Context: an optimization exercise on an open-source flow, tuned for small area and a short achievable clock period. The choices shown serve that exercise and are no tape-out recipe.
Only simulation tests tie the RTL to the original design; equivalence was not proved.

==> flow/design.v, too long to show whole: its modules and the start of the top module <==
// module alu_reg: 9860 lines
// module cAOI21: 3 lines
// module cAOI22: 3 lines
// module cAOI222: 3 lines
// module cFA: 4 lines
// module cHA: 4 lines
// module cINV: 3 lines
// module cNAND2: 3 lines
// module cNOR2: 3 lines
// module cOAI21: 3 lines
// module cOR2: 3 lines
// module cXNOR2: 3 lines
// module cXOR2: 3 lines
module alu_reg #(
    parameter DATA_WIDTH = 32
)(
    input wire clk,
    input wire [DATA_WIDTH-1:0] a,
    input wire [DATA_WIDTH-1:0] b,
    input wire [1:0] op,
    output reg [2*DATA_WIDTH-1:0] result
);
  // ...
==> flow/run.sh <==
#!/bin/bash
# synth_recipe.tcl (not shown) runs the flow's synth.tcl, then flattens the netlist and writes it again
# the make line also repeats each setting of config.mk as NAME=value (left out here)
make -C /OpenROAD-flow-scripts/flow DESIGN_CONFIG=/design/flow/config.mk WORK_HOME=/design/flow/orfs CLKGATE_MAP_FILE= SYNTH_SCRIPT=/design/flow/synth_recipe.tcl finish
==> flow/config.mk <==
export PLATFORM = sky130hd
export DESIGN_NAME = alu_reg
export DESIGN_NICKNAME = alu_reg
export VERILOG_FILES = /design/flow/design.v
export SDC_FILE = /design/flow/constraint.sdc
export NUM_CORES = 4
export LEC_CHECK = 0
export CAP_MARGIN = 20
export CORE_MARGIN = 2
export CORE_UTILIZATION = 40
export SLEW_MARGIN = 20
export SYNTH_HIERARCHICAL = 1
==> flow/constraint.sdc <==
create_clock -name core_clock -period 450.0 [get_ports {clk}]
set_input_delay 90.0000 -clock core_clock [delete_from_list [all_inputs] [get_ports {clk}]]
set_output_delay 90.0000 -clock core_clock [all_outputs]
set_load 0.01 [all_outputs]
==> impl_metrics.json, run 1 <==
{
  "rows": 117,
  "seq_area_um2": 1281,
  "numClockSinks": 64,
  "finalMaxSlewViolations": 0,
  "reg.largest.list": "result: 64 flops",
  "min_path_type": "in -> reg",
  "cts_tree": "yes",
  "netlist.top_cell.by_area": "fa_1",
  "core-area_um2": 101400,
  "synth-xor-area-share_pct": 22.00,
  "die_y_um": 323.4,
  "cts_setup_buffers": 0,
  "synthAdderAreaFrac_pct": 25.10,
  "criticalPathCategory": "in -> reg",
  "wl_met1_mm": 64.70,
  "initial_core_util_pct": 40.23,
  "outcome": "finished clean",
  "dpl.cell_count": 7052,
  "antenna_found_initial": 4,
  "synth_top_family_by_area": "compound AO/OA/AOI/OAI gates",
  "timing.final.crit_share_pct": 33.52,
  "drt_iter0_markers": 6976,
  "place_ws_ns": 299.21,
  "clk_pin_slew_ns": 0.08,
  "crit_path_end_kind": "flip-flop",
  "design.seq.count": 64,
  "timing.critical_path.depth": 307,
  "grt_pass1_wl_mm": 243.3,
  "crit_path_max_fanout": 9,
  "synth_edf_count": 0,
  "synth_compound_area_share_pct": 26.61,
  "largest_register_ffs": 64,
  "drc_errors": 0,
  "period_needed_ns": 150.85,
  "num_vias": 43360,
  "drt-total-wl_mm": 157.4,
  "place_hpwl_mm": 113.4,
  "hold_start": "op[1]",
  "ys_types": 42
}
==> run 2, diff against run 1 <==
--- a/flow/config.mk
+++ b/flow/config.mk
@@ -8,4 +8,6 @@
 export CAP_MARGIN = 20
+export CELL_PAD_IN_SITES_DETAIL_PLACEMENT = 1
 export CORE_MARGIN = 2
-export CORE_UTILIZATION = 40
+export CORE_UTILIZATION = 35
+export PLACE_DENSITY = 0.5
 export SLEW_MARGIN = 20
==> run 2 against run 1 <==
  * Die area up 14%
  * Core utilization shrank 5.4 points
  * Largest cell class unchanged
  * Global-route usage shrank 0.054 points
  * Count of clock-buffer cells in the layout shrank 2
  * Highest routed layer unchanged
  * Critical path depth up 1
  * Synthesized area unchanged
  * Sequential cell count is the same
  * Sequential share of layout area is essentially flat
  * Synthesized cell count is the same
  * Non-clock buffer count decreased by 2
  * Maximum frequency fell by 0.68%
==> impl_metrics.json, run 2 <==
{
  "chipWidth_um": 345.5,
  "cp_data_arrival_time_ns": 152.26,
  "port_buffers": 130,
  "design_area_um2": 45530,
  "drt-total-wl_mm": 179.5,
  "synth_seq_cells": 64,
  "finalHoldViolCount": 0,
  "cts_setup_buffers": 0,
  "grt_pass1_vias": 46370,
  "syn_inst": 5408,
  "clock_path_buffers": 2,
  "dr.pass1.iters": 17,
  "cp-startpoint": "b[20]",
  "netlist.top_cell.by_area": "fa_1",
  "grt_start_max_net_pins": 69,
  "async_reset_ff_share_pct": 0,
  "place_area_um2": 45220,
  "setup_viol": 0,
  "final_net_count": 6272,
  "drt_iter0_markers": 6190,
  "final_common_cell": "nor2_1",
  "setup_slack_ns": 298.12,
  "areaGrowthSynthToFinish_pct": 11.56,
  "netlist_area_um2": 40810,
  "viasPerCell": 6.157,
  "ys_types": 42,
  "rows": 125,
  "synth_nets": 5987,
  "initial_core_util_pct": 35.22,
  "crit_path_end_kind": "flip-flop",
  "synth_edf_count": 0,
  "gp_congestion": 0.8830,
  "relSlewSlack_pct": 21.86,
  "tns_ns": 0,
  "synth_seq_area_share_pct": 3.139,
  "wl_met2_mm": 81.56,
  "cts_hold_buffers": 0,
  "outcome": "finished clean",
  "netlist_top_cells_count": "nor2_1 (1210), nand2_1 (865), o21ai_1 (570), xor2_1 (570), fa_1 (511)",
  "cts_root_buffer": "clkbuf_16",
  "max-cap-violations": 0,
  "cpPeakStageDelay_ns": 0.67,
  "top_register": "result",
  "synth.most_common_cell": "nor2_1",
  "yosysTopAreaCellShare_pct": 25.07,
  "place_hpwl_mm": 132.2,
  "cp_slowest_cell": "or4_1",
  "drive_above_1_share_pct": 10.23,
  "fmax_mhz": 6.584,
  "cts_tree": "yes",
  "rsz0062_at_grt": "no",
  "io_pins": 131,
  "criticalPathCategory": "in -> reg",
  "min_path_type": "in -> reg",
  "grt_pass1_wl_mm": 278.9,
  "grt_remaining_overflow": 0,
  "cts_resized": 0,
  "dpl.cell_count": 7206,
  "clk_pin_slew_ns": 0.08,
  "wl_per_cell_um": 24.85,
  "finalMaxSlewViolations": 0,
  "hold_start": "op[0]",
  "antenna_found_initial": 4,
  "cp_common_cell": "o21ai_1",
  "cp.required_ns": 450.38,
  "ys_warn_count": 551,
  "h-tree-depth": 3,
  "place_ws_ns": 297.97,
  "wl_met1_mm": 78.00,
  "drtAntennaViolNets": 0,
  "wl_met3_mm": 13.40,
  "largest_register_ffs": 64,
  "period_needed_ns": 151.88,
  "synth_top_flop_cell": "dfxtp_1",
  "max_slew.worst_pin.slew_ns": 1.172,
  "numCtsBuffers": 9,
  "crit_path_start_kind": "input pin",
  "reg.largest.list": "result: 64 flops",
  "gr-usage-all-layers_pct": 29.51,
  "synth.area.top_cells": "fa_1 (25%), xor2_1 (12%), a222oi_1 (12%)",
  "final_cell_mix": "nor2_1 (1162), nand2_1 (865), o21ai_1 (570), xor2_1 (570), fa_1 (511)",
  "hold_path_depth": 3,
  "drc_errors": 0,
  "crit_path_max_fanout": 16,
  "top_layer_used": "met5",
  "syn_avg_cell_area_um2": 7.547,
  "core-area_um2": 115900,
  "final_cells": 7225,
  "timing.final.crit_share_pct": 33.75,
  "dieArea_um2": 119400,
  "die_y_um": 345.5,
  "numClockSinks": 64,
  "num_vias": 44490
}
-- run 2: Yosys stat by module (local to each module, per instance), a selection --
module / cells inside / flops+latches / times used / cell area, µm²
cAOI21: 1 / 0 / 244 / 8.758
cFA: 1 / 0 / 511 / 20.02
cHA: 1 / 0 / 1 / 12.51
cINV: 1 / 0 / 131 / 3.754
cNOR2: 1 / 0 / 1131 / 3.754
cOAI21: 1 / 0 / 570 / 5.005
cXOR2: 1 / 0 / 570 / 8.758
-- run 2: worst paths after layout --
path | endpoint
worst min-delay path | result[26]
worst max-delay path | result[0]
-- run 2: cells by family after synthesis --
family          synth area share, %
simple gates                  20.22
compound gates                26.61
flops                         3.139
xor+xnor                      22.00
buf+inv                       1.833
fa+ha+maj                     25.10
mux                           1.094
other cells                0.009189
-- run 2: area by class of cell --
| cell class | instances | area (µm²) |
|---|---|---|
| well taps | 1524 | 1907 |
| inverters | 166 | 624.3 |
| fillers | 14350 | 70360 |
| clock inverters | 7 | 78.83 |
| repair buffers | 306 | 2482 |
| clock buffers | 9 | 225.2 |
| flip-flops and latches | 64 | 1281 |
| multi-input cells | 5146 | 38920 |
| diodes | 3 | 7.507 |
-- run 2: critical path, delay by kind of cell --
| family | cells | cell delay, ns |
|---|---|---|
| compound gates | 148 | 31.46 |
| xor+xnor | 31 | 9.15 |
| buf+inv | 25 | 3.00 |
| mux | 2 | 0.27 |
| simple gates | 102 | 18.24 |
-- run 2: through the flow --
step	util (%)	hold WS, ns
3_5_place_dp	39.02	90.56
5_1_grt	39.28	90.17
6_report	39.29	90.14
4_1_cts	39.28	90.10
2_1_floorplan	-	90.30
3_3_place_gp	39.01	90.56
-- run 2: metal layers --
metal / track usage (%) / vias to the layer above
li1: - / 19780
met1: 40.08 / 22490
met2: 48.04 / 1921
met3: 3.797 / 294
met4: 10.32 / 2
met5: 0 / -

what the ideal ports hide:
No port has a modelled driver above. Below, the same layouts with a new extraction and two added sets of constraints.
Step 1 (the two cells are an assumption about what drives the block):
set clk [get_ports {clk}]
set_driving_cell -lib_cell sky130_fd_sc_hd__clkbuf_16 $clk
set_driving_cell -lib_cell sky130_fd_sc_hd__buf_2 [delete_from_list [all_inputs] $clk]
Step 2 moves the port delays by t, midway between the first and last clock arrival at a register: inputs arrive t later, outputs are due t later. That takes back most of the time a late clock gives input paths.
a / b / c = ideal ports / drivers / drivers and shift; a / b = the first two.
| run | shift t [ns] | slack for setup (ns) | cell pins on the clock port's net |
|---|---|---|---|
| run 1 | 0.455 | 299.153 / 299.192 / 298.737 | 1 |
| run 2 | 0.490 | 298.118 / 298.152 / 297.662 | 1 |
After both steps every run listed still meets setup and hold. For run 2, which loses most, drivers alone change the setup slack by +0.034 ns; drivers and shift together by -0.456 ns.
